Context: an optimization exercise on an open-source flow, tuned for small area, a short achievable clock period and few clock cycles. The choices shown serve that exercise and are no tape-out recipe. Where RTL was checked, it was by simulation tests only, not by an equivalence proof against the original. For run 1, only the layout was checked, not whether the RTL still works. Power is estimated from default activity; no workload was simulated.

File: flow/flow/run.sh
#!/bin/bash
# Standard ORFS layout, with every port buffered by the smallest buffer
# instead of the default clkdlybuf4s50_1.
set -euo pipefail
export BUFFER_PORTS_ARGS="-buffer_cell sky130_fd_sc_hd__buf_1"
if [[ -f flow/place_pins_args ]]; then
  export PLACE_PINS_ARGS="$(cat flow/place_pins_args)"
fi
bash standard.sh finish > standard.log 2>&1
File: flow/standard.sh
#!/bin/bash
# synth_recipe.tcl (not shown) runs the flow's synth.tcl, then flattens the netlist and writes it again
# the make line also repeats each setting of config.mk as NAME=value (left out here)
make -C /OpenROAD-flow-scripts/flow DESIGN_CONFIG=/design/flow/config.mk WORK_HOME=/design/flow/orfs CLKGATE_MAP_FILE= SYNTH_SCRIPT=/design/flow/synth_recipe.tcl "${@:-finish}"
File: flow/config.mk
export PLATFORM = sky130hd
export DESIGN_NAME = conv_layer
export DESIGN_NICKNAME = conv_layer
export VERILOG_FILES = /design/flow/design.v
export SDC_FILE = /design/flow/constraint.sdc
export NUM_CORES = 4
export LEC_CHECK = 0
export CAP_MARGIN = 20
export CORE_AREA = 5 5 395 395
export DIE_AREA = 0 0 400 400
export SETUP_SLACK_MARGIN = 3.0
export SLEW_MARGIN = 20
export SYNTH_HIERARCHICAL = 1
File: flow/constraint.sdc
create_clock -name core_clock -period 7.0 [get_ports {clk}]
set_input_delay 1.4000 -clock core_clock [delete_from_list [all_inputs] [get_ports {clk}]]
set_output_delay 1.4000 -clock core_clock [all_outputs]
set_load 0.01 [all_outputs]
File: flow/design.v
`timescale 1ns / 1ps
module conv_layer_sel8 (
    input  wire [7:0] d,
    input  wire [7:0] s,
    output wire       y
);
assign y = |(d & s);
endmodule
module conv_layer #(
    parameter INPUT_CHANNELS = 3,
    parameter OUTPUT_CHANNELS = 32,
    parameter KERNEL_SIZE = 3,
    parameter INPUT_WIDTH = 4,
    parameter INPUT_HEIGHT = 4,
    parameter WEIGHT_BITS = 4,
    parameter ACTIVATION_BITS = 8
) (
    input wire clk,
    input wire rst_n,
    input wire [ACTIVATION_BITS-1:0] input_data,
    input wire input_valid,
    output wire input_ready,
    input wire [WEIGHT_BITS*256-1:0] weights_flat,
    input wire [7:0] weight_addr,
    input wire weight_valid,
    output wire [ACTIVATION_BITS-1:0] output_data,
    output wire output_valid,
    input wire output_ready,
    input wire start,
    output wire done,
    input wire [7:0] stride,
    input wire [7:0] padding,
    input wire [255:0] bias_flat
);
localparam TAPS = KERNEL_SIZE * KERNEL_SIZE;                   
localparam MACS = TAPS * INPUT_CHANNELS;                         
localparam NOUT = INPUT_WIDTH * INPUT_HEIGHT * OUTPUT_CHANNELS;  
reg        act;       
reg        wl;        
reg [4:0]  m;         
reg [8:0]  nc;        
reg        fin;       
reg        last1;     
reg        ov;        
reg        rdy;       
reg        done_r;
reg [WEIGHT_BITS-1:0]     wsr [0:TAPS-1];
reg [ACTIVATION_BITS+WEIGHT_BITS-1:0] prod;   
reg [15:0]                acc;
reg [ACTIVATION_BITS-1:0] out_reg;
wire wload   = act & ~wl & weight_valid;
wire taken   = input_valid & rdy;
wire last_in = taken & (m == MACS-1);
wire finish  = fin & ov & output_ready;
reg       act_n, wl_n, fin_n, ov_n;
reg [4:0] m_n;
always @(*) begin
    act_n = start | (act & ~finish);
    ov_n  = last1 | (ov & ~output_ready);
    m_n   = m;
    wl_n  = wl;
    if (wload | taken) begin
        if ((wload & (m == TAPS-1)) | (m == MACS-1))
            m_n = 5'd0;
        else
            m_n = m + 5'd1;
    end
    if (wload & (m == TAPS-1))
        wl_n = 1'b1;
    fin_n = fin;
    if (last_in & (nc == NOUT-1))
        fin_n = 1'b1;
    if (finish) begin
        wl_n  = 1'b0;
        fin_n = 1'b0;
    end
end
always @(posedge clk or negedge rst_n) begin
    if (!rst_n) begin
        act    <= 1'b0;
        wl     <= 1'b0;
        m      <= 5'd0;
        nc     <= 9'd0;
        fin    <= 1'b0;
        last1  <= 1'b0;
        ov     <= 1'b0;
        rdy    <= 1'b0;
        done_r <= 1'b0;
    end else begin
        act    <= act_n;
        wl     <= wl_n;
        m      <= m_n;
        fin    <= fin_n;
        last1  <= last_in;
        ov     <= ov_n;
        rdy    <= act_n & wl_n & ~fin_n & ~(ov_n & (m_n == MACS-1));
        done_r <= finish;
        if (last_in)
            nc <= nc + 9'd1;
    end
end
wire [7:0]  wlo = 8'd1 << weight_addr[2:0];
wire [31:0] whi = (32'd1 << weight_addr[7:3]) & {32{wload}};
wire [WEIGHT_BITS-1:0] wtree;
genvar b, g, e;
generate
    for (b = 0; b < WEIGHT_BITS; b = b + 1) begin : WB
        wire [31:0] gy;
        wire [3:0]  py;
        for (g = 0; g < 32; g = g + 1) begin : WG
            wire [7:0] gd;
            for (e = 0; e < 8; e = e + 1) begin : WE
                assign gd[e] = weights_flat[WEIGHT_BITS*(8*g+e) + b];
            end
            conv_layer_sel8 u_g (.d(gd), .s(wlo), .y(gy[g]));
        end
        for (g = 0; g < 4; g = g + 1) begin : WP
            conv_layer_sel8 u_p (.d(gy[8*g +: 8]), .s(whi[8*g +: 8]), .y(py[g]));
        end
        assign wtree[b] = |py;
    end
endgenerate
wire wrot  = taken;
wire whold = ~(wload | taken);
wire [WEIGHT_BITS-1:0] w8_n = wtree | (wsr[0] & {WEIGHT_BITS{wrot}})
                                    | (wsr[TAPS-1] & {WEIGHT_BITS{whold}});
wire [7:0] blo = 8'd1 << nc[6:4];
wire [3:0] bhi = 4'd1 << nc[8:7];
wire [7:0] bsel;
generate
    for (b = 0; b < 8; b = b + 1) begin : BB
        wire [3:0] gy;
        for (g = 0; g < 4; g = g + 1) begin : BG
            wire [7:0] gd;
            for (e = 0; e < 8; e = e + 1) begin : BE
                assign gd[e] = bias_flat[8*(8*g+e) + b];
            end
            conv_layer_sel8 u_g (.d(gd), .s(blo), .y(gy[g]));
        end
        assign bsel[b] = |(gy & bhi);
    end
endgenerate
wire [15:0] sum = acc + prod;
integer i;
always @(posedge clk) begin
    if (wload | taken) begin
        for (i = 0; i < TAPS-1; i = i + 1)
            wsr[i] <= wsr[i+1];
    end
    wsr[TAPS-1] <= w8_n;
    prod <= taken ? input_data * wsr[0] : {(ACTIVATION_BITS+WEIGHT_BITS){1'b0}};
    if (last1 | ~act)
        acc <= {8'd0, bsel};
    else
        acc <= sum;
    if (last1)
        out_reg <= sum[15] ? {ACTIVATION_BITS{1'b0}} : sum[ACTIVATION_BITS-1:0];
end
assign input_ready  = rdy;
assign output_data  = out_reg;
assign output_valid = ov;
assign done         = done_r;
endmodule
==> results of run 1 <==
modules after synthesis (local to each module, per instance):
module	flip-flops and latches	times used	area, µm²
conv_layer_sel8	0	176	36.3
conv_layer	93	1	5360
critical path, stage by stage:
cell     delay (ns)
buf_16         0.12
buf_12         0.14
nor3_4         0.06
buf_12         0.15
buf_4          0.28
buf_4          0.33
a22oi_1        0.24
nand4_1        0.20
a22oi_2        0.33
nand4_1        0.27
or4_4          0.62
a221o_1        0.27
cell families after synthesis:
| kind of cell | count (synthesis) | synth area share |
|---|---|---|
| AOI/OAI and AO/OA | 796 | 0.505 |
| buffers and inverters | 45 | 0.0159 |
| muxes | 14 | 0.0208 |
| xor gates and xnor gates | 19 | 0.0148 |
| DFF | 93 | 0.202 |
| and+or+nand+nor | 376 | 0.185 |
| adders and majority gates | 46 | 0.0573 |
cell type report:
type / instances / area (µm²) / share of cell area
timing repair buffer: 1390 / 6050 / 0.287
antenna: 58 / 145 / 0.00689
inverter: 27 / 103 / 0.00487
sequential: 93 / 2370 / 0.112
tap: 2030 / 2540 / 0.121
clock inverter: 4 / 52.6 / 0.00249
multi-input combinational: 1255 / 9550 / 0.453
clock buffer: 12 / 258 / 0.0122
how the worst max path moves through the flow:
stage,depth (start not counted),endpoint,slack [ns]
after global placement,9,wsr[8][3]$_DFF_P_,1.14
after CTS,8,wsr[8][3]$_DFF_P_,2.68
after global routing,11,wsr[8][2]$_DFF_P_,2.66
after detailed placement,9,wsr[8][3]$_DFF_P_,1.10
final,12,wsr[8][0]$_DFF_P_,2.72
after floorplan,7,wsr[8][0]$_DFF_P_,2.37
routing by layer:
metal | vias to the layer above | part of all wire
met5 | - | 0.0036
met4 | 92 | 0.028
met3 | 377 | 0.11
met2 | 1755 | 0.46
met1 | 10600 | 0.40
li1 | 9104 | -
what timing repair did:
action | in CTS | in global routing
buffers inserted | 29 | 0
pin swaps | 31 | 23
gates cloned | 14 | 0
endpoints found under the setup margin | 5 | 9
gates resized for setup | 70 | 13
power by group through the flow:
stage | Clock, mW | Combinational (mW) | Sequential, mW
CTS | 0.526 | 1.91 | 0.908
finish | 0.514 | 1.93 | 0.909
global route | 0.546 | 2.12 | 0.927
detailed placement | 0 | 1.80 | 0.919
floorplan | 0 | 1.02 | 0.871
global placement | 0 | 1.77 | 0.910
stage by stage:
stage                     cells  cell area, µm²
after global placement     4752           19600
final                      4869           21100
after global routing       4846           21000
after floorplan            1389           11800
after detailed placement   4752           19600
after CTS                  4811           20900
cell usage in the layout (no fill, tap or decap), drive strengths merged, types with 13 or more instances in the layout:
cell / netlist / layout
nor2: 43 / 43
fa: 13 / 13
diode: 0 / 58
a22oi: 704 / 704
dfrtp: 21 / 21
buf: 5 / 1384
nand4: 182 / 182
nor3: 24 / 24
a21oi: 17 / 17
a21o: 14 / 14
and2: 26 / 26
dfxtp: 32 / 32
nand2: 43 / 43
ha: 33 / 33
edfxtp: 40 / 40
o21ai: 18 / 18
inv: 26 / 28
==> reports/metrics.yaml, run 1 <==
run_status:
  status: "finished clean"
timing:
  finalClockSkew_ns: 0.00985
  finalCritPeriodShare: 0.612
  setup_viol: 0
  clock.fmax_ghz: 0.233
  drv_slew: 0
  rsz0062_at_grt: "yes"
  layout_min_cycle_time_ns: 4.28
  tns_ns: 0
  worst_pin_slew_ns: 0.928
  hold_viol: 0
  worst_slack_ns: 2.72
  slew-limit-headroom: 0.381
  hold_ws_ns: 0.419
power:
  swShare: 0.442
  pwr_density_cell_nw_per_um2: 159
  power_switching_mw: 1.48
  power_frac_comb: 0.576
  power_leakage_nw: 6.05
  vdd_ir_drop_max_mv: 0.153
  clkPwrFrac: 0.153
  pwr-share-seq: 0.271
  power.total_mw: 3.35
  p_int_mw: 1.87
die:
  rows: 143
  dieArea_um2: 160000
  start_util: 0.0775
  coreArea_um2: 152000
  fp.dieH_um: 400
  io_pins: 1329
  die_w_um: 400
layout:
  regMostFlops: "wsr"
  area_delta_synth_final_pct: 79.3
  largest_reg_flops: 36
  fillers: 17600
  utilization: 0.139
  final_net_count: 4140
  top_regs: "wsr (36), acc (16), prod (12)"
  drive_gt1_frac: 0.0672
synth:
  synth_edf_count: 40
  netlist_area_um2: 11700
  yosysSeqAreaShare: 0.202
  yosysMostFrequentCell: "a22oi_1"
  yosys.area.top_type_share: 0.450
  syn_nets: 2753
  ys_top_cells_by_count: "a22oi_1, nand4_1, nor2_1, nand2_1, edfxtp_1"
  synth_top_area_cell: "a22oi_1"
  synth_area_per_cell_um2: 8.46
  synth_ff_type: "edfxtp_1"
  ys_types: 67
  yosys_warnings: 8
  async_flop_share: 0.226
  ys_ff_latch: 93
  synth_top_cells_by_area: "a22oi_1, edfxtp_1, nand4_1"
  synth_cells: 1389
drt:
  avgRoutedWirePerCell_um: 32.9
  drt-total-wl_um: 160000
  vias_per_cell: 4.50
  drt_iter0_drc: 2645
  ant_nets: 0
  vias: 21900
  drc_errors: 0
  drtPass1Iterations: 6
critical_path:
  path_class: "input port to flop"
  r2r_slack_ns: 3.64
  crit_fanout: 45
  cp_data_required_time_ns: 7.24
  reg2reg_depth: 9
  timing.rr.start: "act$_DFF_PN0_"
  endpoint_kind: "flop"
  r2r-end: "wsr[8][3]$_DFF_P_"
  crit_path_start_kind: "input port"
  worstPathArrival_ns: 4.52
  crit_path_start: "weight_addr[2]"
cts:
  clk_pin_slew_ns: 0.07
  cts_tree: "yes"
  cts_buffer_depth: 2
  root_buffer: "clkbuf_16"
  cts_sinks: 93
  clk_latency_ns: 0.34
  postCtsHoldBufs: 0
  htreeDepth: 3
  cts_made_buffers: 9
global_routing:
  antenna_found_initial: 153
  grt_pass1_vias: 20300
  met3_usage: 0.0725
  track_usage: 0.183
  grtUsageMet2: 0.297
  use_met1: 0.225
  grt_start_max_net_pins: 73
  busiest_layer: "met2"
  grt_overflow: 0
  grt_pass1_wl_um: 193000
hold_path:
  hold_path_class: "flop to flop"
  hold_end: "wsr[6][2]$_DFFE_PN_"
  worstHoldPathCells: 0
  worstHoldStart: "wsr[7][2]$_DFFE_PN_"
placed_design:
  dp_hpwl_um: 131000
  port_buffers: 1312
  gp_congestion: 0.934
  place_ws_ns: 1.10
flow_run:
  drv_cap: 0
==> inputs of run 2 (changes only) <==
--- a/flow/design.v
+++ b/flow/design.v
@@ -6,4 +6,27 @@
 );
 assign y = |(d & s);
+endmodule
+module conv_layer_nor2 (input wire a, input wire b, output wire y);
+assign y = ~(a | b);
+endmodule
+module conv_layer_nand3 (input wire a, input wire b, input wire c, output wire y);
+assign y = ~(a & b & c);
+endmodule
+module conv_layer_ready (
+    input  wire       act, wl, fin, ov, l2,
+    input  wire [4:0] m,
+    input  wire [8:0] nc,
+    input  wire       rdy, start, weight_valid, input_valid, output_ready,
+    output wire       rdy_n
+);
+wire taken  = input_valid & rdy;
+wire wload  = act & ~wl & weight_valid;
+wire finish = fin & ov & output_ready;
+wire act_n  = start | (act & ~finish);
+wire wl_n   = (wl | (wload & (m == 5'd8))) & ~finish;
+wire fin_n  = (fin | (taken & (m == 5'd26) & (nc == 9'd511))) & ~finish;
+wire ov_n   = l2 | (ov & ~output_ready);
+wire m26_n  = wl & ((taken & (m == 5'd25)) | (~taken & (m == 5'd26)));
+assign rdy_n = act_n & wl_n & ~fin_n & ~(ov_n & m26_n);
 endmodule
 module conv_layer #(
@@ -41,39 +64,25 @@
 reg [8:0]  nc;        
 reg        fin;       
-reg        last1;     
+reg        p1;        
+reg        l1;        
+reg        l2;        
 reg        ov;        
 reg        rdy;       
 reg        done_r;
-reg [WEIGHT_BITS-1:0]     wsr [0:TAPS-1];
-reg [ACTIVATION_BITS+WEIGHT_BITS-1:0] prod;   
-reg [15:0]                acc;
-reg [ACTIVATION_BITS-1:0] out_reg;
+reg [WEIGHT_BITS-1:0]                 wsr [0:TAPS-1];
+reg [ACTIVATION_BITS-1:0]             in_reg;
+reg [ACTIVATION_BITS+WEIGHT_BITS-1:0] prod;
+reg [15:0]                            acc;
+reg [ACTIVATION_BITS-1:0]             out_reg;
 wire wload   = act & ~wl & weight_valid;
 wire taken   = input_valid & rdy;
 wire last_in = taken & (m == MACS-1);
 wire finish  = fin & ov & output_ready;
-reg       act_n, wl_n, fin_n, ov_n;
-reg [4:0] m_n;
-always @(*) begin
-    act_n = start | (act & ~finish);
-    ov_n  = last1 | (ov & ~output_ready);
-    m_n   = m;
-    wl_n  = wl;
-    if (wload | taken) begin
-        if ((wload & (m == TAPS-1)) | (m == MACS-1))
-            m_n = 5'd0;
-        else
-            m_n = m + 5'd1;
-    end
-    if (wload & (m == TAPS-1))
-        wl_n = 1'b1;
-    fin_n = fin;
-    if (last_in & (nc == NOUT-1))
-        fin_n = 1'b1;
-    if (finish) begin
-        wl_n  = 1'b0;
-        fin_n = 1'b0;
-    end
-end
+wire rdy_n;
+conv_layer_ready u_ready (
+    .act(act), .wl(wl), .fin(fin), .ov(ov), .l2(l2), .m(m), .nc(nc),
+    .rdy(rdy), .start(start), .weight_valid(weight_valid),
+    .input_valid(input_valid), .output_ready(output_ready), .rdy_n(rdy_n)
+);
 always @(posedge clk or negedge rst_n) begin
     if (!rst_n) begin
@@ -83,17 +92,32 @@
         nc     <= 9'd0;
         fin    <= 1'b0;
-        last1  <= 1'b0;
+        p1     <= 1'b0;
+        l1     <= 1'b0;
+        l2     <= 1'b0;
         ov     <= 1'b0;
         rdy    <= 1'b0;
         done_r <= 1'b0;
     end else begin
-        act    <= act_n;
-        wl     <= wl_n;
-        m      <= m_n;
-        fin    <= fin_n;
-        last1  <= last_in;
-        ov     <= ov_n;
-        rdy    <= act_n & wl_n & ~fin_n & ~(ov_n & (m_n == MACS-1));
+        act    <= start | (act & ~finish);
+        p1     <= taken;
+        l1     <= last_in;
+        l2     <= l1;
+        ov     <= l2 | (ov & ~output_ready);
+        rdy    <= rdy_n;
         done_r <= finish;
+        if (wload | taken) begin
+            if ((wload & (m == TAPS-1)) | (m == MACS-1))
+                m <= 5'd0;
+            else
+                m <= m + 5'd1;
+        end
+        if (finish)
+            wl <= 1'b0;
+        else if (wload & (m == TAPS-1))
+            wl <= 1'b1;
+        if (finish)
+            fin <= 1'b0;
+        else if (last_in & (nc == NOUT-1))
+            fin <= 1'b1;
         if (last_in)
             nc <= nc + 9'd1;
@@ -102,5 +126,7 @@
 wire [7:0]  wlo = 8'd1 << weight_addr[2:0];
 wire [31:0] whi = (32'd1 << weight_addr[7:3]) & {32{wload}};
-wire [WEIGHT_BITS-1:0] wtree;
+wire wrot  = taken;
+wire whold = ~(wload | taken);
+wire [WEIGHT_BITS-1:0] w8_n;
 genvar b, g, e;
 generate
@@ -118,11 +144,11 @@
             conv_layer_sel8 u_p (.d(gy[8*g +: 8]), .s(whi[8*g +: 8]), .y(py[g]));
         end
-        assign wtree[b] = |py;
+        wire n01, n23;
+        wire q = ~((wsr[0][b] & wrot) | (wsr[TAPS-1][b] & whold));
+        conv_layer_nor2  u_n01 (.a(py[0]), .b(py[1]), .y(n01));
+        conv_layer_nor2  u_n23 (.a(py[2]), .b(py[3]), .y(n23));
+        conv_layer_nand3 u_w8  (.a(n01), .b(n23), .c(q), .y(w8_n[b]));
     end
 endgenerate
-wire wrot  = taken;
-wire whold = ~(wload | taken);
-wire [WEIGHT_BITS-1:0] w8_n = wtree | (wsr[0] & {WEIGHT_BITS{wrot}})
-                                    | (wsr[TAPS-1] & {WEIGHT_BITS{whold}});
 wire [7:0] blo = 8'd1 << nc[6:4];
 wire [3:0] bhi = 4'd1 << nc[8:7];
@@ -149,10 +175,11 @@
     end
     wsr[TAPS-1] <= w8_n;
-    prod <= taken ? input_data * wsr[0] : {(ACTIVATION_BITS+WEIGHT_BITS){1'b0}};
-    if (last1 | ~act)
+    in_reg <= input_data;
+    prod <= p1 ? in_reg * wsr[TAPS-1] : {(ACTIVATION_BITS+WEIGHT_BITS){1'b0}};
+    if (l2 | ~act)
         acc <= {8'd0, bsel};
     else
         acc <= sum;
-    if (last1)
+    if (l2)
         out_reg <= sum[15] ? {ACTIVATION_BITS{1'b0}} : sum[ACTIVATION_BITS-1:0];
 end
==> run 2 against run 1 <==
Clock-buffer cell count down 2. First-iteration DRC count is 11% higher. Setup slack improved by 0.27 ns. Total power decreased by 1.9%. Via count is 2.1% higher. Die area unchanged. Clock skew is 0.0011 ns higher. Register-to-register slack got worse by 0.24 ns. Wire length is 2.6% lower. Utilization shrank 0.31 points. Largest cell class unchanged. Hold slack got worse by 0.064 ns.
==> reports/metrics.yaml, run 2 <==
timing:
  tns_ns: 0  # unchanged
  layout_min_cycle_time_ns: 4.02  # -0.266 ns
  setup_viol: 0  # unchanged
  slew-limit-headroom: 0.381  # -0.000467
  finalClockSkew_ns: 0.0109  # +0.00107 ns
  hold_viol: 0  # unchanged
  clock.fmax_ghz: 0.249  # +6.6%
  worst_pin_slew_ns: 0.926  # -0.00150 ns
  rsz0062_at_grt: "yes"
  finalCritPeriodShare: 0.574  # -0.0380
  drv_slew: 0  # unchanged
drt:
  drt-total-wl_um: 156000  # -2.6%
  avgRoutedWirePerCell_um: 31.9  # -3.1%
  drt_iter0_drc: 2940  # +11%
  vias: 22400  # +2.1%
  vias_per_cell: 4.57  # +1.6%
  drtPass1Iterations: 6  # unchanged
  ant_nets: 0  # unchanged
  drc_errors: 0  # unchanged
critical_path:
  crit_path_max_incr_delay_ns: 0.47  # -0.15 ns
  crit_family: "simple AND/OR/NAND/NOR gates"
  cp_data_required_time_ns: 7.22  # -0.02 ns
  endpoint_kind: "flop"
  worstPathArrival_ns: 4.24  # -0.28 ns
  cp_num_buf_inv: 3  # -2
  crit_fanout: 36  # -20%
  crit_path_start_kind: "input port"
  path_class: "input port to flop"
  reg2reg_depth: 10  # +1
  slowest_stage: "nand4_1"
  timing.critical_path.depth: 10  # -2
  worstPathCellList: "buf_4 > nor3_4 > buf_4 > buf_4 > a22oi_1 > nand4_1 > a22oi_1 > nand4_1 > nor2_4 > nand3_1"
  crit_top_cell: "buf_4"
global_routing:
  grt_pass1_wl_um: 187000  # -3.0%
  grt_start_max_net_pins: 108  # +48%
  antenna_found_initial: 145  # -5.2%
  track_usage: 0.175  # -0.00837
  grt_pass1_vias: 20200  # -0.66%
  grt_overflow: 0  # unchanged
synth:
  synth_ff_type: "edfxtp_1"
  synth_area_per_cell_um2: 8.41  # -0.52%
  synth_top_area_cell: "a22oi_1"
  async_flop_share: 0.223  # -0.00251
  synth_edf_count: 40  # unchanged
  netlist_area_um2: 12100  # +3.0%
  synth_top_cells_by_area: "a22oi_1, edfxtp_1, nand4_1"
  ys_top_cells_by_count: "a22oi_1, nand4_1, nor2_1, nand2_1"
  ys_types: 67  # unchanged
  yosysSeqAreaShare: 0.213  # +0.0115
  yosys_warnings: 8  # unchanged
  yosysMostFrequentCell: "a22oi_1"
  ys_ff_latch: 103  # +11%
  syn_nets: 2802  # +1.8%
  yosys.area.top_type_share: 0.439  # -0.0106
  synth_cells: 1438  # +3.5%
cts:
  postCtsHoldBufs: 0  # unchanged
  root_buffer: "clkbuf_16"
  clk_pin_slew_ns: 0.08  # about the same
  htreeDepth: 3  # unchanged
  clk_latency_ns: 0.36  # +0.02 ns
  cts_sinks: 103  # +11%
  cts_made_buffers: 9  # unchanged
  cts_tree: "yes"
  cts_buffer_depth: 2  # unchanged
die:
  rows: 143  # unchanged
  start_util: 0.0798  # +0.00232
  io_pins: 1329  # unchanged
  die_w_um: 400  # unchanged
  coreArea_um2: 152000  # unchanged
  dieArea_um2: 160000  # unchanged
  fp.dieH_um: 400  # unchanged
layout:
  final_net_count: 4167  # +0.65%
  area_delta_synth_final_pct: 70.3
  final_cell_area_um2: 20600  # -2.2%
  final_cell_mix: "buf_1, a22oi_1, nand4_1"
  fillers: 17700  # +0.27%
  final_common_cell: "buf_1"
  largest_reg_flops: 36  # unchanged
  top_regs: "wsr (36), acc (16), prod (12)"
  drive_gt1_frac: 0.0442  # -0.0231
  regMostFlops: "wsr"
power:
  pwr_density_cell_nw_per_um2: 160  # +0.33%
  swShare: 0.453  # +0.0108
  clkPwrFrac: 0.150  # -0.003
  vdd_ir_drop_max_mv: 0.145  # -5.3%
  pwr-share-seq: 0.295  # +0.024
  power_frac_comb: 0.555  # -0.021
  power_switching_mw: 1.49  # +0.52%
  power_leakage_nw: 5.91  # -2.3%
  p_int_mw: 1.80  # -3.8%
flow_run:
  drv_cap: 0  # unchanged
hold_path:
  hold_path_class: "flop to flop"
  worstHoldPathCells: 0  # unchanged
placed_design:
  gp_congestion: 0.956  # +2.5%
  port_buffers: 1312  # unchanged
  dp_hpwl_um: 134000  # +2.3%
  placed_area_um2: 20000  # +2.0%
run_status:
  status: "finished clean"
-- run 2: path summary, 6_finish.rpt --
path,startpoint,end,slack [ns]
setup / recovery,weight_addr[2],wsr[8][0]$_DFF_P_,2.98
hold / removal,l1$_DFF_PN0_,l2$_DFF_PN0_,0.36
setup reg to reg,wsr[8][2]$_DFF_P_,prod[10]$_SDFF_PN0_,3.40
hold reg to reg,l1$_DFF_PN0_,l2$_DFF_PN0_,0.36
max in group asynchronous,rst_n,m[0]$_DFFE_PN0P_,5.74
min in group asynchronous,rst_n,l1$_DFF_PN0_,1.02
-- run 2: timing repair --
item                                    in CTS  in global routing
pin swaps                                    6                  6
gates cloned                                 3                  2
resized for setup                           18                  3
setup buffers                                5                  0
endpoints found under the setup margin       4                  3
-- run 2: kinds of logic after synthesis --
group                      Yosys count  share of synthesized area
buffers and inverters               48                     0.0151
AOI/OAI and AO/OA                  798                      0.493
DFF                                103                      0.213
and+or+nand+nor                    413                      0.192
xor gates and xnor gates            18                     0.0130
muxes                               12                     0.0184
adders and majority gates           46                     0.0556
-- run 2: layer usage --
layer	part of all wire	track usage	vias up	wire, µm
met2	0.48	0.290	1871	74700
met5	0.0022	0.0117	-	351
met3	0.098	0.0511	376	15300
met4	0.041	0.0798	42	6390
met1	0.38	0.207	10900	59400
li1	-	-	9191	-
-- run 2: layout make-up --
cell class / count / area [µm²] / share of cell area
Sequential cell: 103 / 2580 / 0.125
Antenna cell: 55 / 138 / 0.00668
Timing Repair Buffer: 1364 / 5410 / 0.263
Clock buffer: 10 / 229 / 0.0111
Multi-Input combinational cell: 1290 / 9510 / 0.462
Tap cell: 2030 / 2540 / 0.123
Clock inverter: 6 / 62.6 / 0.00304
Inverter: 35 / 131 / 0.00638
-- run 2: modules after synthesis (local to each module, per instance) --
module / cells inside / cell area (µm²)
conv_layer_ready: 17 / 116
conv_layer: 529 / 5540
conv_layer_nand3: 1 / 5.00
conv_layer_sel8: 5 / 36.3
conv_layer_nor2: 1 / 3.75
-- run 2: stage by stage --
step	total power [mW]	util	cells	hold WS, ns	worst slack (ns)
after floorplan	1.95	-	1438	0.331	2.45
after global placement	2.74	0.132	4810	0.332	1.85
after detailed placement	2.77	0.132	4811	0.337	1.81
after CTS	3.30	0.135	4835	0.354	3.00
after global routing	3.54	0.136	4875	0.358	2.99
final	3.29	0.136	4893	0.355	2.98
-- run 2: power groups by stage --
stage | clock [mW] | combinational, mW | sequential, mW
5_1_grt | 0.534 | 2.01 | 0.995
3_3_place_gp | 0 | 1.76 | 0.976
6_report | 0.493 | 1.83 | 0.972
3_5_place_dp | 0 | 1.79 | 0.982
4_1_cts | 0.506 | 1.82 | 0.972
2_1_floorplan | 0 | 1.02 | 0.923
Testbench counts of run 2, summed over its fixed seeds: cycles 166,050.
==> inputs of run 3 (changes only) <==
--- a/flow/config.mk
+++ b/flow/config.mk
@@ -9,5 +9,5 @@
 export CORE_AREA = 5 5 395 395
 export DIE_AREA = 0 0 400 400
-export SETUP_SLACK_MARGIN = 3.0
+export SETUP_SLACK_MARGIN = 4.2
 export SLEW_MARGIN = 20
 export SYNTH_HIERARCHICAL = 1
==> run 3 against run 2 <==
Hold slack got worse by 0.0048 ns. Sequential cell count unchanged. Wire length grew 1.4%. Total power is 13% higher. Synthesized cell count is the same. Largest power group unchanged. Still clean. Clock-buffer cell count unchanged.
==> reports/metrics.yaml, run 3 <==
critical_path:
  cp_num_buf_inv: 2  # -1
  path_class: "input port to flop"
  crit_family: "simple AND/OR/NAND/NOR gates"
  slowest_stage: "nand4_1"
  crit_top_cell: "nand4_1"
  endpoint_kind: "flop"
  cp_data_required_time_ns: 7.24  # +0.02 ns
  worstPathCellList: "buf_16 > buf_4 > and3b_4 > a22oi_2 > nand4_1 > a22oi_1 > nand4_1 > nor2_4 > nand3_2"
  crit_path_start_kind: "input port"
  worstPathArrival_ns: 3.88  # -0.36 ns
  crit_fanout: 14  # -61%
  r2r_slack_ns: 4.04  # +0.64 ns
  crit_path_max_incr_delay_ns: 0.62  # +0.15 ns
layout:
  regMostFlops: "wsr"
  top_regs: "wsr (36), acc (16), prod (12)"
  final_cell_area_um2: 21900  # +6.3%
  final_common_cell: "buf_1"
  final_cell_mix: "buf_1, a22oi_1, nand4_1"
  fillers: 17400  # -1.3%
  area_delta_synth_final_pct: 81.0
  largest_reg_flops: 36  # unchanged
  drive_gt1_frac: 0.0858  # +0.0417
  layoutNonFillerInstCount: 4926  # +0.67%
  final_net_count: 4214  # +1.1%
  utilization: 0.144  # +0.00853
die:
  io_pins: 1329  # unchanged
  dieArea_um2: 160000  # unchanged
  coreArea_um2: 152000  # unchanged
  start_util: 0.0798  # unchanged
  die_w_um: 400  # unchanged
  rows: 143  # unchanged
  fp.dieH_um: 400  # unchanged
synth:
  yosys_warnings: 8  # unchanged
  yosys.area.top_type_share: 0.439  # unchanged
  ys_top_cells_by_count: "a22oi_1, nand4_1, nor2_1, nand2_1"
  synth_ff_type: "edfxtp_1"
  synth_edf_count: 40  # unchanged
  synth_cells: 1438  # unchanged
  synth_top_area_cell: "a22oi_1"
  yosysSeqAreaShare: 0.213  # unchanged
  yosysMostFrequentCell: "a22oi_1"
  ys_ff_latch: 103  # unchanged
  synth_area_per_cell_um2: 8.41  # unchanged
  ys_types: 67  # unchanged
  syn_nets: 2802  # unchanged
  netlist_area_um2: 12100  # unchanged
  async_flop_share: 0.223  # unchanged
  synth_top_cells_by_area: "a22oi_1, edfxtp_1, nand4_1"
placed_design:
  dp.cells: 4803  # -0.17%
  place_ws_ns: 1.75  # -0.0548 ns
  gp_congestion: 0.929  # -2.9%
  placed_area_um2: 20000  # -0.11%
  port_buffers: 1312  # unchanged
  dp_hpwl_um: 127000  # -5.4%
cts:
  root_buffer: "clkbuf_16"
  clk_latency_ns: 0.37  # about the same
  cts_made_buffers: 9  # unchanged
  htreeDepth: 3  # unchanged
  postCtsHoldBufs: 0  # unchanged
  cts_sinks: 103  # unchanged
  clk_pin_slew_ns: 0.07  # about the same
  cts_buffer_depth: 2  # unchanged
  cts_tree: "yes"
hold_path:
  hold_path_class: "flop to flop"
drt:
  ant_nets: 0  # unchanged
  drt_iter0_drc: 3190  # +8.5%
  drtPass1Iterations: 9  # +3
  vias: 22500  # +0.77%
  avgRoutedWirePerCell_um: 32.1  # +0.68%
  vias_per_cell: 4.57  # about the same
  drc_errors: 0  # unchanged
  drt-total-wl_um: 158000  # +1.4%
timing:
  worst_pin_slew_ns: 1.13  # +0.203 ns
  hold_viol: 0  # unchanged
  slew-limit-headroom: 0.247  # -0.134
  drv_slew: 0  # unchanged
  finalClockSkew_ns: 0.0109  # -0.0000581 ns
  layout_min_cycle_time_ns: 3.64  # -0.373 ns
  tns_ns: 0  # unchanged
  rsz0062_at_grt: "yes"
  hold_ws_ns: 0.350  # -0.00478 ns
  worst_slack_ns: 3.36  # +0.373 ns
  setup_viol: 0  # unchanged
  finalCritPeriodShare: 0.520  # -0.0533
  clock.fmax_ghz: 0.274  # +10%
global_routing:
  antenna_found_initial: 112  # -23%
  grt_pass1_wl_um: 190000  # +1.6%
  grt_overflow: 0  # unchanged
  track_usage: 0.178  # +0.00375
  grt_pass1_vias: 20500  # +1.4%
  grt_start_max_net_pins: 62  # -43%
power:
  pwr_density_cell_nw_per_um2: 170  # +6.5%
  clkPwrFrac: 0.135  # -0.015
  p_int_mw: 2.05  # +14%
  power.total_mw: 3.72  # +13%
  power_leakage_nw: 6.36  # +7.8%
  vdd_ir_drop_max_mv: 0.155  # +7.2%
  power_frac_comb: 0.604  # +0.049
  power_switching_mw: 1.67  # +12%
  pwr-share-seq: 0.262  # -0.033
  swShare: 0.449  # -0.00421
run_status:
  status: "finished clean"
flow_run:
  drv_cap: 0  # unchanged
[run 3: cell count changes in the layout (fill, tap and decap cells not counted), moves of 7 or more]
cell | previous run | this run
a22oi_1 | 705 | 676
a22oi_2 | 3 | 32
buf_12 | 2 | 16
diode_2 | 55 | 41
bufbuf_16 | 0 | 9
buf_16 | 1 | 8
[run 3: metal layers]
metal | wire, µm | global-route usage | vias to the layer above
met5 | 157 | 0.00862 | -
met4 | 7020 | 0.0717 | 26
met3 | 16200 | 0.0506 | 384
met2 | 74800 | 0.298 | 1931
met1 | 60100 | 0.215 | 10900
li1 | - | - | 9288
[run 3: cells by family after synthesis]
logic type	count (synthesis)	share of synthesized area
AND/OR/NAND/NOR	413	0.192
buffers and inverters	48	0.0151
flip-flops	103	0.213
adder cells (fa/ha/maj)	46	0.0556
multiplexers	12	0.0184
AO/OA/AOI/OAI	798	0.493
XOR/XNOR	18	0.0130
[run 3: path summary, 6_finish.rpt]
path | start | endpoint | cells past startpoint
setup / recovery | weight_addr[0] | wsr[8][2]$_DFF_P_ | 9
hold reg to reg | l1$_DFF_PN0_ | l2$_DFF_PN0_ | 0
min in group asynchronous | rst_n | p1$_DFF_PN0_ | 2
hold / removal | l1$_DFF_PN0_ | l2$_DFF_PN0_ | 0
setup reg to reg | in_reg[2]$_DFF_P_ | prod[11]$_SDFF_PN0_ | 11
max in group asynchronous | rst_n | nc[4]$_DFFE_PN0P_ | 2
[run 3: cell type report]
class / count / area [µm²] / area share
diodes: 41 / 103 / 0.00469
clock buffers: 10 / 239 / 0.0109
clock inverters: 6 / 50.0 / 0.00229
inverters: 35 / 131 / 0.00600
multi-input cells: 1296 / 9960 / 0.455
flip-flops and latches: 103 / 2590 / 0.118
well taps: 2030 / 2540 / 0.116
repair buffers: 1405 / 6280 / 0.287
[run 3: per-module statistics from Yosys, one instance, submodules excluded]
module            area, µm²  flops+latches  cells
conv_layer_sel8        36.3              0      5
conv_layer_nor2        3.75              0      1
conv_layer_nand3       5.00              0      1
conv_layer             5540            103    529
conv_layer_ready        116              0     17
[run 3: what timing repair did]
item,4_1_cts,5_1_grt
setup buffers,38,6
pin swaps,56,45
resized for setup,126,36
gates cloned,20,2
setup endpoints to repair,50,48
[run 3: power by group through the flow]
stage,Sequential [mW],Combinational [mW],Clock (mW)
after floorplan,0.923,1.03,0
after global placement,0.971,1.76,0
after detailed placement,0.980,1.79,0
after CTS,0.974,2.09,0.514
after global routing,0.994,2.43,0.540
final,0.975,2.25,0.501
==> inputs of run 4 (changes only) <==
--- a/flow/config.mk
+++ b/flow/config.mk
@@ -9,5 +9,5 @@
 export CORE_AREA = 5 5 395 395
 export DIE_AREA = 0 0 400 400
-export SETUP_SLACK_MARGIN = 4.2
+export SETUP_SLACK_MARGIN = 3.6
 export SLEW_MARGIN = 20
 export SYNTH_HIERARCHICAL = 1
==> run 4 against run 3 <==
Total power down 8.8%. Synthesized cell count unchanged. Still clean on timing, DRC and antenna. Utilization about the same. Critical path type unchanged. Sequential share of layout area about the same. Clock power down 2%. Setup slack better by 0.034 ns.
==> reports/metrics.yaml, run 4 <==
run_status:
  status: "finished clean"
drt:
  wl_met1_um: 62000  # +3.1%
  drc_errors: 0  # unchanged
  vias: 22700  # +0.96%
  wl_met3_um: 15800  # -2.7%
  avgRoutedWirePerCell_um: 32.9  # +2.4%
  drtPass1Iterations: 6  # -3
  drt_iter0_drc: 3278  # +2.8%
  drt-total-wl_um: 163000  # +2.8%
  maxUsedRoutingLayer: "met5"
  vias_per_cell: 4.60  # +0.57%
  met2_length_um: 78100  # +4.4%
  ant_nets: 0  # unchanged
synth:
  netlist_area_um2: 12100  # unchanged
  synth_cells: 1438  # unchanged
  yosys_warnings: 8  # unchanged
  synth_ff_type: "edfxtp_1"
  synth_top_area_cell: "a22oi_1"
  synth-xor-area-share: 0.0130  # unchanged
  synth-compound-area-share: 0.493  # unchanged
  ys_types: 67  # unchanged
  ys_ff_latch: 103  # unchanged
  synth_edf_count: 40  # unchanged
  synthAdderAreaFrac: 0.0556  # unchanged
  yosys.area.top_type_share: 0.439  # unchanged
  synth_top_family_by_area: "compound AO/OA/AOI/OAI gates"
  syn_nets: 2802  # unchanged
  ys_top_cells_by_count: "a22oi_1, nand4_1, nor2_1, nand2_1"
  async_flop_share: 0.223  # unchanged
  synth_area_per_cell_um2: 8.41  # unchanged
  muxShareOfSynthArea: 0.0184  # unchanged
  yosysMostFrequentCell: "a22oi_1"
  synth_top_cells_by_area: "a22oi_1, edfxtp_1, nand4_1"
  yosysSeqAreaShare: 0.213  # unchanged
  synth-simple-area-share: 0.192  # unchanged
cts:
  cts_buffer_depth: 2  # unchanged
  cts_made_buffers: 9  # unchanged
  cts_tree: "yes"
  htreeDepth: 3  # unchanged
  cts_sinks: 103  # unchanged
  root_buffer: "clkbuf_16"
  postCtsHoldBufs: 0  # unchanged
  clk_pin_slew_ns: 0.08  # about the same
  clk_latency_ns: 0.36  # about the same
timing:
  worst_slack_ns: 3.39  # +0.0336 ns
  worst_pin_slew_ns: 0.929  # -0.200 ns
  setup_viol: 0  # unchanged
  clock.fmax_ghz: 0.277  # +0.93%
  finalClockSkew_ns: 0.0124  # +0.00151 ns
  rsz0062_at_grt: "yes"
  tns_ns: 0  # unchanged
  slew-limit-headroom: 0.381  # +0.134
  drv_slew: 0  # unchanged
  layout_min_cycle_time_ns: 3.61  # -0.0336 ns
  finalCritPeriodShare: 0.516  # -0.00480
  hold_viol: 0  # unchanged
die:
  rows: 143  # unchanged
  fp.dieH_um: 400  # unchanged
  coreArea_um2: 152000  # unchanged
  start_util: 0.0798  # unchanged
  io_pins: 1329  # unchanged
  dieArea_um2: 160000  # unchanged
  die_w_um: 400  # unchanged
global_routing:
  grt_overflow: 0  # unchanged
  grt_pass1_vias: 20700  # +1.3%
  grt_start_max_net_pins: 54  # -13%
  grt_pass1_wl_um: 196000  # +3.3%
  track_usage: 0.185  # +0.00634
  antenna_found_initial: 152  # +36%
critical_path:
  cp_data_required_time_ns: 7.23  # about the same
  crit_path_start_kind: "input port"
  crit_fanout: 35  # +21
  timing.rr.start: "wsr[8][3]$_DFF_P_"
  reg2reg_depth: 10  # -1
  path_class: "input port to flop"
  endpoint_kind: "flop"
  worstPathArrival_ns: 3.84  # -0.04 ns
  r2r_slack_ns: 3.71  # -0.33 ns
  r2r-end: "prod[10]$_SDFF_PN0_"
power:
  pwr_density_cell_nw_per_um2: 155  # -8.7%
  power_leakage_nw: 6.42  # +0.95%
  vdd_ir_drop_max_mv: 0.146  # -6.2%
layout:
  utilization: 0.144  # -0.000157
  fillers: 17600  # +0.72%
  final_cell_mix: "buf_1, a22oi_1, nand4_1"
  area_delta_synth_final_pct: 80.8
  largest_reg_flops: 36  # unchanged
  final_net_count: 4212  # -0.047%
  drive_gt1_frac: 0.0743  # -0.0115
  regMostFlops: "wsr"
  final_common_cell: "buf_1"
  layoutNonFillerInstCount: 4945  # +0.39%
  top_regs: "wsr (36), acc (16), prod (12)"
hold_path:
  hold_end: "l2$_DFF_PN0_"
  hold_path_class: "flop to flop"
  worstHoldPathCells: 0  # unchanged
  worstHoldStart: "l1$_DFF_PN0_"
placed_design:
  dp.cells: 4811  # +0.17%
  dp_hpwl_um: 134000  # +5.7%
  gp_congestion: 0.956  # +3.0%
  place_ws_ns: 1.81  # +0.0548 ns
  port_buffers: 1312  # unchanged
flow_run:
  drv_cap: 0  # unchanged
[run 4: cell count changes in the layout (fill, tap and decap cells not counted), sizes merged]
cell / delta
nor2: -1
clkinvlp: -1
inv: +1
clkbuf: +1
and3: -1
diode: +21
buf: -1
[run 4: worst max-delay path by stage]
| stage | startpoint | cells after the start | end | slack [ns] |
|---|---|---|---|---|
| 2_1_floorplan | weight_addr[1] | 7 | wsr[8][0]$_DFF_P_ | 2.45 |
| 3_3_place_gp | weight_addr[2] | 9 | wsr[8][2]$_DFF_P_ | 1.85 |
| 3_5_place_dp | weight_addr[2] | 9 | wsr[8][2]$_DFF_P_ | 1.81 |
| 4_1_cts | weight_addr[0] | 9 | wsr[8][2]$_DFF_P_ | 3.38 |
| 5_1_grt | wsr[8][3]$_DFF_P_ | 10 | prod[10]$_SDFF_PN0_ | 3.41 |
| 6_report | weight_addr[2] | 10 | wsr[8][0]$_DFF_P_ | 3.39 |
[run 4: what timing repair did]
item / 4_1_cts / 5_1_grt
setup endpoints to repair: 9 / 11
buffers inserted: 27 / 4
pin swaps: 46 / 24
resized for setup: 97 / 31
cloned: 23 / 2
[run 4: through the flow]
| stage | hold slack, ns | instance area, µm² | power [mW] |
|---|---|---|---|
| finish | 0.354 | 21900 | 3.40 |
| global route | 0.358 | 21800 | 3.65 |
| CTS | 0.354 | 21500 | 3.39 |
| detailed placement | 0.337 | 20000 | 2.77 |
| global placement | 0.332 | 20000 | 2.74 |
| floorplan | 0.331 | 12100 | 1.95 |
[run 4: worst max-delay path: stages]
cell and delay (ns):
buf_16 0.13, and3b_4 0.29, buf_4 0.19, buf_6 0.21
a22oi_1 0.63, nand4_1 0.25, a22oi_1 0.23, nand4_1 0.21
nor2_1 0.16, nand3_2 0.08
[run 4: Yosys stat by module, one instance, submodules excluded]
module / cells / area [µm²] / flops+latches
conv_layer_nor2: 1 / 3.75 / 0
conv_layer_sel8: 5 / 36.3 / 0
conv_layer_ready: 17 / 116 / 0
conv_layer_nand3: 1 / 5.00 / 0
conv_layer: 529 / 5540 / 103
[run 4: cell type report]
type | count | area, µm² | area share
sequential | 103 | 2580 | 0.118
tap | 2030 | 2540 | 0.116
multi-input combinational | 1294 | 9750 | 0.446
timing repair buffer | 1405 | 6410 | 0.293
clock inverter | 6 | 62.6 | 0.00286
antenna | 62 | 155 | 0.00710
clock buffer | 10 | 229 | 0.0105
inverter | 35 | 131 | 0.00601
[run 4: metal layers]
| layer | vias up | GRT usage |
|---|---|---|
| met5 | - | 0.0252 |
| li1 | 9287 | - |
| met1 | 11100 | 0.221 |
| met4 | 34 | 0.0943 |
| met2 | 1941 | 0.302 |
| met3 | 419 | 0.0476 |
[run 4: kinds of logic after synthesis]
kind of cell             after synthesis
AO/OA/AOI/OAI                        798
XOR/XNOR                              18
adder cells (fa/ha/maj)               46
buffers and inverters                 48
flip-flops                           103
multiplexers                          12
AND/OR/NAND/NOR                      413
[run 4: where the power goes]
part           switching [mW]  internal (mW)
sequential              0.133          0.843
clock                   0.242          0.252
combinational            1.16          0.770
==> inputs of run 5 (changes only) <==
--- a/flow/design.v
+++ b/flow/design.v
@@ -14,5 +14,5 @@
 endmodule
 module conv_layer_ready (
-    input  wire       act, wl, fin, ov, l2,
+    input  wire       act, wl, wld, fin, ov, l2,
     input  wire [4:0] m,
     input  wire [8:0] nc,
@@ -21,8 +21,7 @@
 );
 wire taken  = input_valid & rdy;
-wire wload  = act & ~wl & weight_valid;
 wire finish = fin & ov & output_ready;
 wire act_n  = start | (act & ~finish);
-wire wl_n   = (wl | (wload & (m == 5'd8))) & ~finish;
+wire wl_n   = (wl | (wld & (m == 5'd8))) & ~finish;
 wire fin_n  = (fin | (taken & (m == 5'd26) & (nc == 9'd511))) & ~finish;
 wire ov_n   = l2 | (ov & ~output_ready);
@@ -61,4 +60,5 @@
 reg        act;       
 reg        wl;        
+reg        wld;       
 reg [4:0]  m;         
 reg [8:0]  nc;        
@@ -75,5 +75,5 @@
 reg [15:0]                            acc;
 reg [ACTIVATION_BITS-1:0]             out_reg;
-wire wload   = act & ~wl & weight_valid;
+wire wload   = act & ~wl & ~(wld & (m == TAPS-1)) & weight_valid;
 wire taken   = input_valid & rdy;
 wire last_in = taken & (m == MACS-1);
@@ -81,5 +81,5 @@
 wire rdy_n;
 conv_layer_ready u_ready (
-    .act(act), .wl(wl), .fin(fin), .ov(ov), .l2(l2), .m(m), .nc(nc),
+    .act(act), .wl(wl), .wld(wld), .fin(fin), .ov(ov), .l2(l2), .m(m), .nc(nc),
     .rdy(rdy), .start(start), .weight_valid(weight_valid),
     .input_valid(input_valid), .output_ready(output_ready), .rdy_n(rdy_n)
@@ -89,4 +89,5 @@
         act    <= 1'b0;
         wl     <= 1'b0;
+        wld    <= 1'b0;
         m      <= 5'd0;
         nc     <= 9'd0;
@@ -100,4 +101,5 @@
     end else begin
         act    <= start | (act & ~finish);
+        wld    <= wload;
         p1     <= taken;
         l1     <= last_in;
@@ -106,6 +108,6 @@
         rdy    <= rdy_n;
         done_r <= finish;
-        if (wload | taken) begin
-            if ((wload & (m == TAPS-1)) | (m == MACS-1))
+        if (wld | taken) begin
+            if ((wld & (m == TAPS-1)) | (m == MACS-1))
                 m <= 5'd0;
             else
@@ -114,5 +116,5 @@
         if (finish)
             wl <= 1'b0;
-        else if (wload & (m == TAPS-1))
+        else if (wld & (m == TAPS-1))
             wl <= 1'b1;
         if (finish)
@@ -127,6 +129,7 @@
 wire [31:0] whi = (32'd1 << weight_addr[7:3]) & {32{wload}};
 wire wrot  = taken;
-wire whold = ~(wload | taken);
+wire whold = ~(wld | taken);
 wire [WEIGHT_BITS-1:0] w8_n;
+reg  [4*WEIGHT_BITS-1:0] wpr;    
 genvar b, g, e;
 generate
@@ -134,4 +137,6 @@
         wire [31:0] gy;
         wire [3:0]  py;
+        always @(posedge clk)
+            wpr[4*b +: 4] <= py;
         for (g = 0; g < 32; g = g + 1) begin : WG
             wire [7:0] gd;
@@ -146,6 +151,6 @@
         wire n01, n23;
         wire q = ~((wsr[0][b] & wrot) | (wsr[TAPS-1][b] & whold));
-        conv_layer_nor2  u_n01 (.a(py[0]), .b(py[1]), .y(n01));
-        conv_layer_nor2  u_n23 (.a(py[2]), .b(py[3]), .y(n23));
+        conv_layer_nor2  u_n01 (.a(wpr[4*b]),   .b(wpr[4*b+1]), .y(n01));
+        conv_layer_nor2  u_n23 (.a(wpr[4*b+2]), .b(wpr[4*b+3]), .y(n23));
         conv_layer_nand3 u_w8  (.a(n01), .b(n23), .c(q), .y(w8_n[b]));
     end
@@ -170,5 +175,5 @@
 integer i;
 always @(posedge clk) begin
-    if (wload | taken) begin
+    if (wld | taken) begin
         for (i = 0; i < TAPS-1; i = i + 1)
             wsr[i] <= wsr[i+1];
==> run 5 against run 4 <==
Still clean. Total power rose by 12%. Register-to-register slack barely moved. Sequential cell count rose by 17. Clock skew rose by 0.019 ns. Clock-buffer cell count rose by 9. First-iteration DRC count fell by 21%. Synthesized cell count rose by 1.6%. Hold slack improved by 0.0061 ns. Combinational power fell by 5%. Critical path depth fell by 3. Critical path type unchanged.
==> reports/metrics.yaml, run 5 <==
cts:
  clk_latency_ns: 0.47  # +0.11 ns
  postCtsHoldBufs: 0  # unchanged
  clk_pin_slew_ns: 0.07  # about the same
  cts_sinks: 120  # +17%
  htreeDepth: 4  # +1
  cts_buffer_depth: 2  # unchanged
  cts_tree: "yes"
  root_buffer: "clkbuf_16"
  cts_made_buffers: 17  # +8
timing:
  drv_slew: 0  # unchanged
  setup_viol: 0  # unchanged
  finalClockSkew_ns: 0.0311  # +0.0187 ns
  tns_ns: 0  # unchanged
  finalCritPeriodShare: 0.502  # -0.0142
  clock.fmax_ghz: 0.285  # +2.8%
  slew-limit-headroom: 0.361  # -0.0191
  rsz0062_at_grt: "yes"
  hold_viol: 0  # unchanged
  worst_pin_slew_ns: 0.951  # +0.0214 ns
  layout_min_cycle_time_ns: 3.51  # -0.0991 ns
synth:
  yosysMostFrequentCell: "a22oi_1"
  synthAdderAreaFrac: 0.0539  # -0.00173
  muxShareOfSynthArea: 0.0187  # +0.000330
  netlist_area_um2: 12500  # +3.2%
  synth_ff_type: "dfxtp_1"
  synth_edf_count: 40  # unchanged
  yosysSeqAreaShare: 0.234  # +0.0210
  synth_top_cells_by_area: "a22oi_1, edfxtp_1, nand4_1"
  yosys.area.top_type_share: 0.423  # -0.0161
  synth_cells: 1461  # +1.6%
  syn_nets: 2825  # +0.82%
  synth_top_family_by_area: "compound AO/OA/AOI/OAI gates"
  async_flop_share: 0.200  # -0.0233
  yosys_warnings: 8  # unchanged
  synth-simple-area-share: 0.191  # -0.000740
  ys_ff_latch: 120  # +17%
  ys_top_cells_by_count: "a22oi_1, nand4_1, dfxtp_1, nor2_1, nand2_1"
  ys_types: 64  # -4.5%
  synth-xor-area-share: 0.0105  # -0.00251
  synth_top_area_cell: "a22oi_1"
  synth-compound-area-share: 0.477  # -0.0159
  synth_area_per_cell_um2: 8.55  # +1.6%
power:
  vdd_ir_drop_max_mv: 0.132  # -9.5%
  pwr_density_cell_nw_per_um2: 178  # +15%
  power_leakage_nw: 6.12  # -4.7%
die:
  dieArea_um2: 160000  # unchanged
  start_util: 0.0824  # +0.00256
  die_w_um: 400  # unchanged
  coreArea_um2: 152000  # unchanged
  fp.dieH_um: 400  # unchanged
  io_pins: 1329  # unchanged
  rows: 143  # unchanged
layout:
  fillers: 17600  # +0.085%
  regMostFlops: "wsr"
  final_cell_mix: "buf_1, a22oi_1, nand4_1"
  area_delta_synth_final_pct: 70.8
  utilization: 0.141  # -0.00360
  largest_reg_flops: 36  # unchanged
  layoutNonFillerInstCount: 4930  # -0.30%
  final_net_count: 4196  # -0.38%
  drive_gt1_frac: 0.0510  # -0.0233
  final_common_cell: "buf_1"
  top_regs: "wsr (36), acc (16), wpr (16)"
drt:
  drtPass1Iterations: 7  # +1
  vias_per_cell: 4.47  # -2.8%
  vias: 22000  # -3.1%
  drt-total-wl_um: 144000  # -12%
  avgRoutedWirePerCell_um: 29.1  # -11%
  ant_nets: 0  # unchanged
  drt_iter0_drc: 2606  # -21%
  drc_errors: 0  # unchanged
placed_design:
  gp_congestion: 1.00  # +5.0%
  dp.cells: 4828  # +0.35%
  port_buffers: 1312  # unchanged
  dp_hpwl_um: 125000  # -6.5%
critical_path:
  r2r-end: "prod[11]$_SDFF_PN0_"
  r2r_slack_ns: 3.71  # about the same
  worstPathArrival_ns: 3.81  # -0.03 ns
  cp_data_required_time_ns: 7.30  # +0.07 ns
  reg2reg_depth: 11  # +1
  crit_fanout: 77  # +120%
  crit_path_start_kind: "input port"
  path_class: "input port to flop"
  endpoint_kind: "flop"
  timing.rr.start: "wsr[8][3]$_DFF_P_"
hold_path:
  hold_end: "l2$_DFF_PN0_"
  worstHoldStart: "l1$_DFF_PN0_"
  worstHoldPathCells: 0  # unchanged
  hold_path_class: "flop to flop"
flow_run:
  drv_cap: 0  # unchanged
global_routing:
  grt_pass1_vias: 20300  # -2.3%
  grt_pass1_wl_um: 176000  # -10%
  track_usage: 0.163  # -0.0213
  grt_overflow: 0  # unchanged
  grt_start_max_net_pins: 110  # +100%
  antenna_found_initial: 122  # -20%
run_status:
  status: "finished clean"
==> run 5: cell types whose count changed after synthesis, moves of 4 or more <==
cell and change:
dfxtp_1 +16, nor2_1 -10, nor3_1 +10, a21oi_1 +5, nand2b_1 +5, a22oi_1 -4, nand2_1 -4, nor3b_1 +4
==> run 5: final cells by class <==
cell class	count	area [µm²]	share of cell area
Inverter	35	131	0.00616
Tap cell	2030	2540	0.119
Clock inverter	13	109	0.00511
Clock buffer	19	454	0.0213
Sequential cell	120	2930	0.138
Timing Repair Buffer	1364	5470	0.257
Multi-Input combinational cell	1294	9540	0.448
Antenna cell	55	138	0.00646
==> run 5: repair_timing <==
| item | in CTS | in global routing |
|---|---|---|
| setup endpoints to repair | 18 | 11 |
| gates resized for setup | 11 | 17 |
| cloned | 0 | 1 |
| setup buffers | 8 | 6 |
| pin swaps | 9 | 8 |
==> run 5: cell families (layout without fill, tap and decap cells) <==
kind of cell               count (synthesis)  in the layout
muxes                                     13             13
buffers and inverters                     48           1431
DFF                                      120            120
AOI/OAI and AO/OA                        800            800
adders and majority gates                 46             46
and+or+nand+nor                          419            420
other                                      0             55
xor gates and xnor gates                  15             15
==> run 5: worst max path at each step <==
stage | startpoint | endpoint | slack (ns) | cells after the start
after CTS | weight_addr[2] | wpr[13]$_DFF_P_ | 3.53 | 7
after global placement | weight_addr[1] | wpr[13]$_DFF_P_ | 2.25 | 7
after global routing | wsr[8][3]$_DFF_P_ | prod[11]$_SDFF_PN0_ | 3.59 | 11
after detailed placement | weight_addr[1] | wpr[13]$_DFF_P_ | 2.37 | 8
final | weight_addr[1] | wpr[7]$_DFF_P_ | 3.49 | 7
after floorplan | weight_addr[1] | wpr[10]$_DFF_P_ | 2.54 | 5
==> run 5: stage by stage <==
step | total power, mW | hold WS [ns] | worst slack (ns) | instance area (µm²)
6_report | 3.80 | 0.360 | 3.49 | 21300
5_1_grt | 4.09 | 0.381 | 3.59 | 21300
4_1_cts | 3.82 | 0.366 | 3.53 | 21100
3_5_place_dp | 2.88 | 0.337 | 2.37 | 20400
3_3_place_gp | 2.85 | 0.335 | 2.25 | 20400
2_1_floorplan | 2.07 | 0.331 | 2.54 | 12500
==> run 5: Yosys stat by module, one instance, submodules excluded <==
| module | copies in the design | flip-flops and latches |
|---|---|---|
| conv_layer_nor2 | 8 | 0 |
| conv_layer_sel8 | 176 | 0 |
| conv_layer_nand3 | 4 | 0 |
| conv_layer | 1 | 120 |
| conv_layer_ready | 1 | 0 |
==> run 5: power breakdown <==
part           switching (mW)  internal (mW)
Combinational            1.11          0.722
Sequential              0.137          0.947
Clock                   0.402          0.484
==> run 5: routing by layer <==
metal | part of all wire | vias to the layer above | wire [µm] | track usage
met3 | 0.091 | 362 | 13100 | 0.0461
met1 | 0.36 | 10600 | 52000 | 0.184
li1 | - | 9289 | - | -
met5 | 0.0010 | - | 149 | 0.00462
met4 | 0.056 | 24 | 8020 | 0.0954
met2 | 0.49 | 1741 | 70300 | 0.274
==> run 5: critical path, stage by stage <==
cell,delay [ns]
buf_2,0.19
and3_4,0.30
buf_12,0.20
a22oi_1,0.34
nand4_1,0.60
a22oi_1,0.38
nand4_1,0.12
Testbench counts of run 5, summed over its fixed seeds: cycles 166,062.
==> inputs of run 6 (changes only) <==
--- a/flow/config.mk
+++ b/flow/config.mk
@@ -9,5 +9,5 @@
 export CORE_AREA = 5 5 395 395
 export DIE_AREA = 0 0 400 400
-export SETUP_SLACK_MARGIN = 3.6
+export SETUP_SLACK_MARGIN = 4.0
 export SLEW_MARGIN = 20
 export SYNTH_HIERARCHICAL = 1
==> run 6 against run 5 <==
Combinational power is 13% higher. Critical path type unchanged. Clock power is 4.5% higher. Still clean. Critical path depth is 2 higher.
==> reports/metrics.yaml, run 6 <==
placed_design:
  gp_congestion: 0.998  # -0.65%
  placed_area_um2: 20400  # +0.28%
  dp.cells: 4837  # +0.19%
  port_buffers: 1312  # unchanged
  dp_hpwl_um: 128000  # +2.0%
  place_ws_ns: 2.56  # +0.193 ns
layout:
  layoutNonFillerInstCount: 4978  # +0.97%
  final_net_count: 4258  # +1.5%
  final_cell_mix: "buf_1, a22oi_1, nand4_1"
  final_cell_area_um2: 22800  # +6.9%
  area_delta_synth_final_pct: 82.6
  largest_reg_flops: 36  # unchanged
  regMostFlops: "wsr"
  fillers: 17600  # +0.017%
  drive_gt1_frac: 0.0949  # +0.0440
  final_common_cell: "buf_1"
  top_regs: "wsr (36), acc (16), wpr (16)"
synth:
  yosys_warnings: 8  # unchanged
  netlist_area_um2: 12500  # unchanged
  ys_top_cells_by_count: "a22oi_1, nand4_1, dfxtp_1, nor2_1, nand2_1"
  async_flop_share: 0.200  # unchanged
  ys_types: 64  # unchanged
  synth_cells: 1461  # unchanged
  syn_nets: 2825  # unchanged
  yosysSeqAreaShare: 0.234  # unchanged
  synth_area_per_cell_um2: 8.55  # unchanged
  yosys.area.top_type_share: 0.423  # unchanged
  synth_top_area_cell: "a22oi_1"
  synth_top_cells_by_area: "a22oi_1, edfxtp_1, nand4_1"
  yosysMostFrequentCell: "a22oi_1"
  synth_ff_type: "dfxtp_1"
  ys_ff_latch: 120  # unchanged
  synth_edf_count: 40  # unchanged
timing:
  setup_viol: 0  # unchanged
  worst_slack_ns: 3.88  # +0.391 ns
  clock.fmax_ghz: 0.321  # +13%
  drv_slew: 0  # unchanged
  layout_min_cycle_time_ns: 3.12  # -0.391 ns
  rsz0062_at_grt: "yes"
  finalCritPeriodShare: 0.446  # -0.0558
  finalClockSkew_ns: 0.0305  # -0.000638 ns
  slew-limit-headroom: 0.410  # +0.0481
  worst_pin_slew_ns: 0.884  # -0.0670 ns
  hold_viol: 0  # unchanged
  tns_ns: 0  # unchanged
global_routing:
  grt_overflow: 0  # unchanged
  grt_start_max_net_pins: 44  # -60%
  grt_pass1_vias: 20900  # +3.3%
  grt_pass1_wl_um: 192000  # +9.1%
  antenna_found_initial: 110  # -9.8%
  track_usage: 0.180  # +0.0172
drt:
  drtPass1Iterations: 8  # +1
  vias: 22400  # +1.7%
  ant_nets: 0  # unchanged
  drt-total-wl_um: 158000  # +9.8%
  vias_per_cell: 4.50  # +0.69%
  drt_iter0_drc: 2807  # +7.7%
  drc_errors: 0  # unchanged
  avgRoutedWirePerCell_um: 31.7  # +8.7%
hold_path:
  hold_end: "l2$_DFF_PN0_"
  hold_path_class: "flop to flop"
  worstHoldStart: "l1$_DFF_PN0_"
  worstHoldPathCells: 0  # unchanged
die:
  fp.dieH_um: 400  # unchanged
  dieArea_um2: 160000  # unchanged
  io_pins: 1329  # unchanged
  start_util: 0.0824  # unchanged
  rows: 143  # unchanged
  coreArea_um2: 152000  # unchanged
  die_w_um: 400  # unchanged
critical_path:
  timing.rr.start: "wsr[8][2]$_DFF_P_"
  cp_data_required_time_ns: 7.33  # +0.03 ns
  r2r_slack_ns: 4.01  # +0.30 ns
  r2r-end: "prod[11]$_SDFF_PN0_"
  crit_fanout: 7  # -91%
  path_class: "input port to flop"
  crit_path_start_kind: "input port"
  worstPathArrival_ns: 3.45  # -0.36 ns
  reg2reg_depth: 11  # unchanged
  endpoint_kind: "flop"
flow_run:
  drv_cap: 0  # unchanged
run_status:
  status: "finished clean"
cts:
  cts_tree: "yes"
  htreeDepth: 4  # unchanged
  cts_buffer_depth: 2  # unchanged
  cts_made_buffers: 17  # unchanged
  clk_pin_slew_ns: 0.08  # about the same
  clk_latency_ns: 0.48  # about the same
  cts_sinks: 120  # unchanged
  root_buffer: "clkbuf_16"
power:
  power_leakage_nw: 6.70  # +9.4%
  pwr_density_cell_nw_per_um2: 179  # +0.20%
  vdd_ir_drop_max_mv: 0.132  # about the same
-- run 6: cells by family after synthesis --
logic type,share of synthesized area
mux,0.0187
flops,0.234
buf+inv,0.0146
compound gates,0.477
fa+ha+maj,0.0539
simple gates,0.191
xor+xnor,0.0105
-- run 6: per-module statistics from Yosys (local to each module, per instance) --
module | copies in the design | cells | area (µm²) | flops+latches
conv_layer | 1 | 550 | 5930 | 120
conv_layer_ready | 1 | 19 | 119 | 0
conv_layer_sel8 | 176 | 5 | 36.3 | 0
conv_layer_nand3 | 4 | 1 | 5.00 | 0
conv_layer_nor2 | 8 | 1 | 3.75 | 0
-- run 6: how the worst max path moves through the flow --
| stage | from | endpoint | slack (ns) | cells after the start |
|---|---|---|---|---|
| after detailed placement | weight_addr[1] | wpr[10]$_DFF_P_ | 2.56 | 7 |
| final | weight_addr[0] | wpr[14]$_DFF_P_ | 3.88 | 9 |
| after floorplan | weight_addr[1] | wpr[10]$_DFF_P_ | 2.54 | 5 |
| after CTS | weight_addr[1] | wpr[15]$_DFF_P_ | 3.80 | 7 |
| after global routing | weight_addr[0] | wpr[12]$_DFF_P_ | 3.87 | 8 |
| after global placement | weight_addr[1] | wpr[10]$_DFF_P_ | 2.59 | 7 |
-- run 6: what timing repair did --
action	CTS	global route
setup endpoints to repair	21	16
gates cloned	14	4
endpoints found under the hold margin	0	0
pin swaps	56	30
setup buffers	40	10
gates resized for setup	125	41
hold buffers	0	0
-- run 6: cell type report --
type	count	area, µm²	area share
inverters	35	131	0.00576
clock inverters	15	153	0.00670
clock buffers	17	425	0.0187
diodes	41	103	0.00450
flip-flops and latches	120	2930	0.129
well taps	2030	2540	0.111
multi-input cells	1294	9940	0.436
repair buffers	1426	6570	0.288
-- run 6: stage by stage --
| step | utilization | power (mW) | hold slack (ns) |
|---|---|---|---|
| 6_report | 0.150 | 4.07 | 0.355 |
| 2_1_floorplan | - | 2.07 | 0.331 |
| 4_1_cts | 0.147 | 4.09 | 0.362 |
| 5_1_grt | 0.150 | 4.38 | 0.379 |
| 3_3_place_gp | 0.135 | 2.88 | 0.336 |
| 3_5_place_dp | 0.135 | 2.91 | 0.345 |
-- run 6: metal layers --
layer | track usage | vias to the layer above | routed length, µm
met2 | 0.315 | 1734 | 77400
met4 | 0.0654 | 28 | 6850
met3 | 0.0559 | 386 | 14200
met1 | 0.207 | 10900 | 58800
li1 | - | 9399 | -
met5 | 0.0120 | - | 436
-- run 6: critical path: stages --
cell,delay [ns]
buf_16,0.11
and3b_4,0.29
buf_8,0.21
buf_8,0.14
buf_8,0.13
a22oi_2,0.16
nand4_1,0.47
a22oi_1,0.36
nand4_1,0.13
-- run 6: power by group --
group	switching, mW	internal, mW	leakage [nW]
logic	1.21	0.850	5.28
registers	0.134	0.946	1.14
clock network	0.451	0.474	0.283

## afterwards: timing with drivers on the ports
The flow's constraints put no driver on any port. The routed layouts listed below were extracted and timed again, unchanged, in two steps.
Step 1 (the two cells are an assumption about what drives the block):
set clk [get_ports {clk}]
set_driving_cell -lib_cell sky130_fd_sc_hd__clkbuf_16 $clk
set_driving_cell -lib_cell sky130_fd_sc_hd__buf_2 [delete_from_list [all_inputs] $clk]
Step 2 moves the port delays by t, midway between the first and last clock arrival at a register: inputs arrive t later, outputs are due t later. That takes back most of the time a late clock gives input paths.
Slacks: no drivers / after step 1 / after step 2; pairs: no drivers / after step 1.
run	t (ns)	slack for setup (ns)	hold WS [ns]	clock arrival spread, ns	worst register clock-pin slew, ns
run 1	0.385	2.717 / 2.612 / 2.227	0.419 / 0.419 / 0.419	0.013 / 0.013	0.07 / 0.07
run 2	0.392	2.983 / 2.957 / 2.565	0.355 / 0.355 / 0.355	0.015 / 0.015	0.08 / 0.08
run 3	0.410	3.357 / 3.236 / 2.826	0.350 / 0.350 / 0.350	0.013 / 0.013	0.08 / 0.08
run 4	0.392	3.390 / 3.270 / 2.878	0.354 / 0.354 / 0.354	0.016 / 0.016	0.08 / 0.08
run 5	0.516	3.489 / 3.497 / 2.982	0.360 / 0.360 / 0.360	0.033 / 0.033	0.09 / 0.09
run 6	0.518	3.880 / 3.779 / 3.261	0.355 / 0.355 / 0.355	0.031 / 0.031	0.09 / 0.09
After both steps setup and hold are still met in every run listed. For run 6, which loses most, drivers alone change the setup slack by -0.101 ns; drivers and shift together by -0.619 ns.
